Context: an optimization exercise on an open-source flow, tuned for small area, a short achievable clock period and few clock cycles per item. The choices shown serve that exercise and are no tape-out recipe. Function was not checked in any run shown here: the RTL went through the layout flow alone.

==> flow/design.v, too long to show whole: its modules and the start of the top module <==
// module mul_schedule_rom: 36 lines
// module fe_mul51_core: 13699 lines
// module bctl: 50 lines
// module hold_mux: 3 lines
// module rbit: 3 lines
// module go_gate: 3 lines
// module tselq: 5 lines
// module rbitq: 5 lines
// module tsel: 4 lines
// module pg_node: 4 lines
// module csa_fa: 4 lines
// module csa_ha: 4 lines
module fe_mul51_core (
    input  wire         clk,
    input  wire         rst_n,
    input  wire         start,
    input  wire [319:0] a,
    input  wire [319:0] b,
    output reg          ready,
    output wire [319:0] out
);
  // ...
==> flow/flow/run.sh <==
#!/bin/bash
# Own flow: the standard layout (standard.sh: same synthesis, same SDC and
# clock period, same steps), with three optimisation settings changed:
#  - repair_timing keeps a setup slack margin of 15 ns, so that it optimises
#    towards a shorter period than the constraint;
#  - the port buffers that the flow inserts on every input and output are
#    sky130_fd_sc_hd__buf_2 instead of the delay cell buffer_ports picks by default;
#  - MATCH_CELL_FOOTPRINT=0 lets the resizer change a cell's size freely.
# Tool output goes to standard.log here and to ORFS's logs under orfs/logs.
set -euo pipefail
export SETUP_SLACK_MARGIN=15
export BUFFER_PORTS_ARGS="-buffer_cell sky130_fd_sc_hd__buf_2"
bash standard.sh MATCH_CELL_FOOTPRINT=0 finish > standard.log 2>&1
==> flow/standard.sh <==
#!/bin/bash
# synth_recipe.tcl (not shown) runs the flow's synth.tcl, then flattens the netlist and writes it again
# the make line also repeats each setting of config.mk as NAME=value (left out here)
make -C /OpenROAD-flow-scripts/flow DESIGN_CONFIG=/design/flow/config.mk WORK_HOME=/design/flow/orfs CLKGATE_MAP_FILE= SYNTH_SCRIPT=/design/flow/synth_recipe.tcl "${@:-finish}"
==> flow/config.mk <==
export PLATFORM = sky130hd
export DESIGN_NAME = fe_mul51_core
export DESIGN_NICKNAME = fe_mul51_core
export VERILOG_FILES = /design/flow/design.v
export SDC_FILE = /design/flow/constraint.sdc
export NUM_CORES = 8
export LEC_CHECK = 0
export CAP_MARGIN = 20
export CORE_MARGIN = 2
export CORE_UTILIZATION = 55
export PLACE_DENSITY = 0.65
export SLEW_MARGIN = 20
export SYNTH_HIERARCHICAL = 1
export SYNTH_MINIMUM_KEEP_SIZE = 0
==> flow/constraint.sdc <==
create_clock -name core_clock -period 21.0 [get_ports {clk}]
set_input_delay 4.2000 -clock core_clock [delete_from_list [all_inputs] [get_ports {clk}]]
set_output_delay 4.2000 -clock core_clock [all_outputs]
set_load 0.01 [all_outputs]
==> results.txt, run 1 <==
end of the worst hold path - cnt[3]$_DFFE_PN0P_
result of the run - no timing/DRC/antenna violations
met1 track demand over resource - 56.0%
startpoint of the worst hold path - cnt[3]$_DFFE_PN0P_
non-clk buf share - 2.77%
Worst path max stage delay - 0.58 ns
initial standard-cell utilization of the core - 55.1%
Buffers excl. clock - 1201
clock tree root driver cell - clkbuf_16
count of inverters other than clock inverters in the layout - 285
Cell Area, Synth - 247000 um^2
largest reg by FF count - S
commonest non-fill, non-tap cells in the layout - 4792 x fa_1, 4350 x xnor2_1, 4186 x a22oi_1, 1136 x and2_1, 1024 x ha_1
number of levels the H-tree was split into - 4
kind of launch point of the worst setup path - flop
Final Hold Fails - 0
Layout clock area frac - 2.68%
amount of wire on met3 after detailed routing - 159000 um
timing endpoint of the critical path - out[131]
total of buffers placed on input and output ports - 768
Max Root-Sink Buffers - 4
clock latency of the later-clocked register in the worst-skew pair - 1.06 ns
routed wire length per instance - 38.2 um
CP Buf/Inv Count - 1
depth of the most critical reg-to-reg path - 17
critical path peak fanout - 2
clock buf count - 231
antenna violations before repair - 83
number of vias per cell - 7.07
CTS Buf Count - 193
shortest period the worst path allows - 6.04 ns
via total after detailed routing - 197000
==> run 2: changes to the inputs <==
==> flow/flow/run.sh (replaced) <==
#!/bin/bash
# Own flow: the standard layout (standard.sh: same synthesis, same SDC and
# clock period, same steps), with three optimisation settings changed:
#  - repair_timing keeps a setup slack margin of 15.5 ns, so that it optimises
#    towards a shorter period than the constraint;
#  - the port buffers that the flow inserts on every input and output are
#    sky130_fd_sc_hd__buf_2 instead of the delay cell buffer_ports picks by default;
#  - MATCH_CELL_FOOTPRINT=0 lets the resizer change a cell's size freely.
# Tool output goes to standard.log here and to ORFS's logs under orfs/logs.
set -euo pipefail
export SETUP_SLACK_MARGIN=15.5
export BUFFER_PORTS_ARGS="-buffer_cell sky130_fd_sc_hd__buf_2"
bash standard.sh MATCH_CELL_FOOTPRINT=0 finish > standard.log 2>&1
==> run 2 against run 1 <==
- non-clock buffer count rose by 223
- area after synthesis did not move
- maximum frequency rose by 3.8%
- clock skew fell by 0.038 ns
- register-to-register slack improved by 0.41 ns
- critical endpoint is now ready
==> results.txt, run 2 <==
kind of launch point of the worst setup path - flop
cell family contributing the most delay on the critical path - flip-flops
Cell Chain, Critical Path - buf_6
instance count after placement with tap cells included - 27400
Layout Cell Area excl Fill - 266000 um^2
setup clock skew after layout - 0.107 ns
Max-slew headroom - 8.91%
antenna violations before repair - 92 (+11%)
registers with the highest flip-flop counts - S (287), C (286)
number of max-cap violations - 0
Cell Area, Synth - 247000 um^2 (unchanged)
Final Hold Fails - 0 (unchanged)
count of pins over their slew limit - 0
core occupancy in the finished layout - 59.3%
clock tree root driver cell - clkbuf_16
pin count of the biggest net entering global routing - 99
via total after detailed routing - 199000 (+0.90%)
number of search-and-repair iterations in the first detailed-routing pass - 15
total of buffers placed on input and output ports - 768 (unchanged)
final weighted congestion in routability-driven placement - 1.03
total gr overflow - 0
count of hold-fix buffers inserted at cts - 0
largest reg by FF count - S
required time of the worst setup path - 16.80 ns
core box area - 448000 um^2
layout cell share with drive strength beyond 1 - 15.3%
hpwl dp - 726000 um
Die Area - 454000 um^2
f_max - 172 MHz
Largest register FFs - 287
worst setup timing slack at the placement stage - 13.67 ns
final standard cell count with taps included and fillers excluded - 28000
critical path peak fanout - 1 (-1)
arrival time at the worst endpoint - 1.61 ns
DRC violation count after routing - 0
y dimension of the die - 674 um
routed wire length per instance - 38.1 um (-0.32%)
first-iteration detailed-routing DRC count - 28700
share of the clock period used by the worst path - 27.7%
width of the die - 674 um
global-route wire length before repair - 1500000 um
commonest non-fill, non-tap cells in the layout - 4709 x fa_1, 4346 x xnor2_1, 4176 x a22oi_1, 1106 x and2_1, 999 x a21o_1
clock tree from TritonCTS - built
Tightest Hold Check Type - reg -> reg
combined flip-flop and latch cell area - 32000 um^2
slew at the pin closest to its max-slew limit - 1.36 ns
clock latency of the later-clocked register in the worst-skew pair - 1.03 ns (-0.03 ns)
Area after DPL - 252000 um^2
# rows - 246
total of endpoints with negative setup slack in the final report - 0
clock sink total - 1497
category of the most critical setup path - reg -> out
Synthesis Warnings - 7
Max Root-Sink Buffers - 4 (unchanged)
number of levels the H-tree was split into - 4 (unchanged)
filler cell count in the final layout - 37500
number of global-route vias before repair - 204000
number of placed I/O pins - 964
critical path endpoint category - output port
Area growth, synth to finish - 7.63%
most common cell after layout, fill and taps aside - fa_1
post-synthesis area per instance - 10.9 um^2
count of nets left with antenna violations after detail routing - 0
fin worst setup slack - 15.19 ns
combined global-route utilization of all metal layers - 46.1%
Clock Pin Slew Worst Setup and Hold Paths - 0.06 ns
final hold slack - 0.506 ns
setup TNS - 0 ns
result of the run - no timing/DRC/antenna violations
CP Buf/Inv Count - 1 (unchanged)
shortest period the worst path allows - 5.81 ns (-0.223 ns)
instance count of the mapped netlist - 22600
setup repair after global routing missed its margin - yes
post-layout net count - 28400
initial standard-cell utilization of the core - 55.1% (unchanged)
number of vias per cell - 7.08 (+0.11%)
Slowest-stage cell, CP - dfrtp_2
CTS Buf Count - 194 (+0.52%)
total wire length - 1070000 um
Worst path max stage delay - 0.49 ns (-0.09 ns)
Multi-input gate area - 207000 um^2
[run 2: metal layers]
layer / vias to the layer above / GRT usage (%) / part of all wire (%)
li1: 74900 / - / -
met1: 101000 / 56.8 / 35
met2: 17900 / 63.5 / 40
met3: 4480 / 19.8 / 15
met4: 86 / 35.2 / 9.5
met5: - / 0.691 / 0.086
[run 2: repair_timing]
item                                    4_1_cts  5_1_grt
cloned                                        9        5
resized for setup                           938      381
pin swaps                                    35      152
buffers inserted                             70      142
endpoints found under the setup margin      559      579
[run 2: path summary, 6_finish.rpt]
| check | cells past startpoint | startpoint | slack (ns) | endpoint |
|---|---|---|---|---|
| setup reg to reg | 16 | C[122]$_DFF_P_ | 15.43 | Q[17]$_DFFE_PP_ |
| hold reg to reg | 1 | cnt[3]$_DFFE_PN0P_ | 0.51 | cnt[3]$_DFFE_PN0P_ |
| max in group asynchronous | 1 | rst_n | 16.72 | busy$_DFFE_PN0P_ |
| min in group asynchronous | 1 | rst_n | 3.40 | first[7]$_DFF_PN0_ |
| hold / removal | 1 | cnt[3]$_DFFE_PN0P_ | 0.51 | cnt[3]$_DFFE_PN0P_ |
| setup / recovery | 1 | ready$_DFF_PN0_ | 15.19 | ready |
[run 2: area by class of cell]
class                      instances  area share [%]
sequential                      1497            12.0
clock buffer                     249            2.05
timing repair buffer            1424            4.10
tap                             5952            2.80
clock inverter                   110           0.535
antenna                           45          0.0424
inverter                         285           0.409
multi-input combinational      18500            78.0
==> run 3: changes to the inputs <==
==> flow/flow/run.sh (replaced) <==
#!/bin/bash
# Own flow: the standard layout (standard.sh: same synthesis, same SDC and
# clock period, same steps), with three optimisation settings changed:
#  - repair_timing keeps a setup slack margin of 16 ns, so that it optimises
#    towards a shorter period than the constraint;
#  - the port buffers that the flow inserts on every input and output are
#    sky130_fd_sc_hd__buf_2 instead of the delay cell buffer_ports picks by default;
#  - MATCH_CELL_FOOTPRINT=0 lets the resizer change a cell's size freely.
# Tool output goes to standard.log here and to ORFS's logs under orfs/logs.
set -euo pipefail
export SETUP_SLACK_MARGIN=16
export BUFFER_PORTS_ARGS="-buffer_cell sky130_fd_sc_hd__buf_2"
bash standard.sh MATCH_CELL_FOOTPRINT=0 finish > standard.log 2>&1
==> run 3 against run 2 <==
- via count grew 0.38%
- first-iteration DRC count shrank 2.3%
- critical path depth is the same
- critical endpoint is now out[173]
- die area is the same
- final cell count grew 0.40%
- sequential cell count is the same
- clock skew grew 0.024 ns
==> results.txt, run 3 <==
count of hold-fix buffers inserted at cts - 0 (unchanged)
number of max-cap violations - 0 (unchanged)
setup TNS - 0 ns (unchanged)
number of vias per cell - 7.08 (about the same)
combined global-route utilization of all metal layers - 46.6% (+0.48 points)
setup repair after global routing missed its margin - yes
total of buffers placed on input and output ports - 768 (unchanged)
critical path peak fanout - 2 (+1)
startpoint of the worst hold path - cnt[3]$_DFFE_PN0P_
Max Root-Sink Buffers - 4 (unchanged)
DRC violation count after routing - 0 (unchanged)
setup clock skew after layout - 0.131 ns (+0.0237 ns)
f_max - 171 MHz (-0.44%)
Worst path max stage delay - 0.48 ns (about the same)
worst setup timing slack at the placement stage - 13.54 ns (-0.132 ns)
category of the most critical setup path - reg -> out
total of endpoints with negative setup slack in the final report - 0 (unchanged)
worst r2r src - C[282]$_DFF_P_
slew at the pin closest to its max-slew limit - 1.23 ns (-0.134 ns)
routed wire length per instance - 38.7 um (+1.7%)
width of the die - 674 um (unchanged)
required time of the worst setup path - 16.80 ns (about the same)
layout cell share with drive strength beyond 1 - 16.1% (+0.76 points)
count of nets left with antenna violations after detail routing - 0 (unchanged)
global-route wire length before repair - 1510000 um (+0.96%)
Largest register FFs - 287 (unchanged)
number of search-and-repair iterations in the first detailed-routing pass - 13 (-2)
pin count of the biggest net entering global routing - 161 (+63%)
number of global-route vias before repair - 208000 (+1.8%)
registers with the highest flip-flop counts - S (287), C (286)
Slowest-stage cell, CP - dfxtp_4
total wire length - 1090000 um (+2.1%)
end of the worst hold path - cnt[3]$_DFFE_PN0P_
instance count of the mapped netlist - 22600 (unchanged)
share of the clock period used by the worst path - 27.8% (+0.12 points)
Cell Chain, Critical Path - buf_6
CTS Buf Count - 196 (+1.0%)
clock sink total - 1497 (unchanged)
depth of the most critical reg-to-reg path - 24 (+8)
# rows - 246 (unchanged)
number of placed I/O pins - 964 (unchanged)
Die Area - 454000 um^2 (unchanged)
R2R Setup Slk - 15.40 ns (-0.03 ns)
clock latency of the later-clocked register in the worst-skew pair - 1.06 ns (+0.03 ns)
via total after detailed routing - 199000 (+0.38%)
antenna violations before repair - 81 (-12%)
number of levels the H-tree was split into - 4 (unchanged)
Clock Pin Slew Worst Setup and Hold Paths - 0.07 ns (about the same)
total gr overflow - 0 (unchanged)
fin worst setup slack - 15.16 ns (-0.0254 ns)
Area growth, synth to finish - 9.58%
core box area - 448000 um^2 (unchanged)
cell family contributing the most delay on the critical path - flip-flops
y dimension of the die - 674 um (unchanged)
Synthesis Warnings - 7 (unchanged)
most common cell after layout, fill and taps aside - fa_1
post-synthesis area per instance - 10.9 um^2 (unchanged)
commonest non-fill, non-tap cells in the layout - 4683 x fa_1, 4329 x xnor2_1, 4164 x a22oi_1, 1117 x and2_1, 1000 x a21o_1
hold path cells - 1 (unchanged)
arrival time at the worst endpoint - 1.64 ns (+0.03 ns)
initial standard-cell utilization of the core - 55.1% (unchanged)
hpwl dp - 731000 um (+0.64%)
clock tree root driver cell - clkbuf_16
CP Buf/Inv Count - 1 (unchanged)
clock tree from TritonCTS - built
Max-slew headroom - 18.0% (+9.1 points)
Tightest Hold Check Type - reg -> reg
first-iteration detailed-routing DRC count - 28000 (-2.3%)
Final Hold Fails - 0 (unchanged)
count of pins over their slew limit - 0 (unchanged)
kind of launch point of the worst setup path - flop
largest reg by FF count - S
final weighted congestion in routability-driven placement - 1.01 (-1.3%)
endpoint of the most critical register-to-register path - Q[117]$_DFF_P_
result of the run - no timing/DRC/antenna violations
post-layout net count - 28500 (+0.31%)
Cell Area, Synth - 247000 um^2 (unchanged)
critical path endpoint category - output port
shortest period the worst path allows - 5.84 ns (+0.0254 ns)
==> run 3: worst max-delay path by stage <==
| stage | end | slack (ns) | cells past startpoint | from |
|---|---|---|---|---|
| after global placement | Q[2]$_DFFE_PP_ | 13.55 | 17 | C[42]$_DFF_P_ |
| after detailed placement | Q[1]$_DFFE_PP_ | 13.54 | 17 | C[42]$_DFF_P_ |
| after CTS | out[173] | 15.13 | 1 | Q[147]$_DFF_P_ |
| final | out[173] | 15.16 | 1 | Q[147]$_DFF_P_ |
| after global routing | out[173] | 15.17 | 1 | Q[147]$_DFF_P_ |
| after floorplan | E0[16]$_DFF_P_ | 14.73 | 4 | b[9] |
==> run 3: what timing repair did <==
action	4_1_cts	5_1_grt
pin swaps	99	107
gates resized for setup	1394	506
buffers inserted	159	108
gates cloned	17	26
setup endpoints to repair	760	715
==> run 3: area by class of cell <==
| class | instances | area [um^2] |
|---|---|---|
| fillers | 36900 | 177000 |
| inverters | 285 | 1090 |
| clock buffers | 243 | 5320 |
| multi-input cells | 18500 | 209000 |
| well taps | 5952 | 7450 |
| diodes | 74 | 185 |
| repair buffers | 1505 | 13800 |
| flip-flops and latches | 1497 | 32200 |
| clock inverters | 114 | 1420 |
==> run 3: metal layers <==
layer / track usage (%) / up-vias / wire (um)
met3: 20.5 / 4642 / 166000
met4: 37.6 / 77 / 110000
met1: 56.0 / 102000 / 373000
li1: - / 75100 / -
met2: 64.4 / 17900 / 440000
met5: 2.16 / - / 1550
==> run 3: metrics by stage <==
stage / std cells / utilization (%) / instance area [um^2] / hold slack, ns
after global routing: 28100 / 60.4 / 270000 / 0.542
after detailed placement: 27400 / 56.5 / 253000 / 0.494
after CTS: 27900 / 59.5 / 266000 / 0.511
after global placement: 27400 / 56.5 / 253000 / 0.490
final: 28200 / 60.4 / 271000 / 0.513
after floorplan: 22600 / - / 248000 / 0.472

-- port drivers added, routing unchanged --
The results above use ideal ports. As a check the final layouts listed here were re-extracted and re-timed, cells and wires unchanged.
Step 1: set_driving_cell puts a clkbuf_16 on clk and a buf_2 on each other input, an assumption about the parent block.
Step 2 adds t to the input delays and takes it off the output delays; t is the mean of the earliest and latest rising clock arrival at the registers after step 1. Input paths then give back, and output paths get back, about the clock's delay inside the block.
Slacks: ideal / step 1 / step 2; pairs: ideal / step 1.
| run | shift t [ns] | setup WS [ns] | clock arrival spread, ns | slew at the worst register clock pin (ns) | pins driven straight from the clock port |
|---|---|---|---|---|---|
| run 1 | 1.112 | 14.962 / 14.837 / 14.525 | 0.146 / 0.146 | 0.08 / 0.08 | 1 |
| run 2 | 1.116 | 15.185 / 15.050 / 14.685 | 0.107 / 0.107 | 0.08 / 0.08 | 1 |
| run 3 | 1.118 | 15.160 / 15.031 / 14.990 | 0.132 / 0.132 | 0.07 / 0.07 | 1 |
After both steps setup and hold are still met in every run listed. For run 2, which loses most, drivers alone change the setup slack by -0.135 ns; drivers and shift together by -0.500 ns.
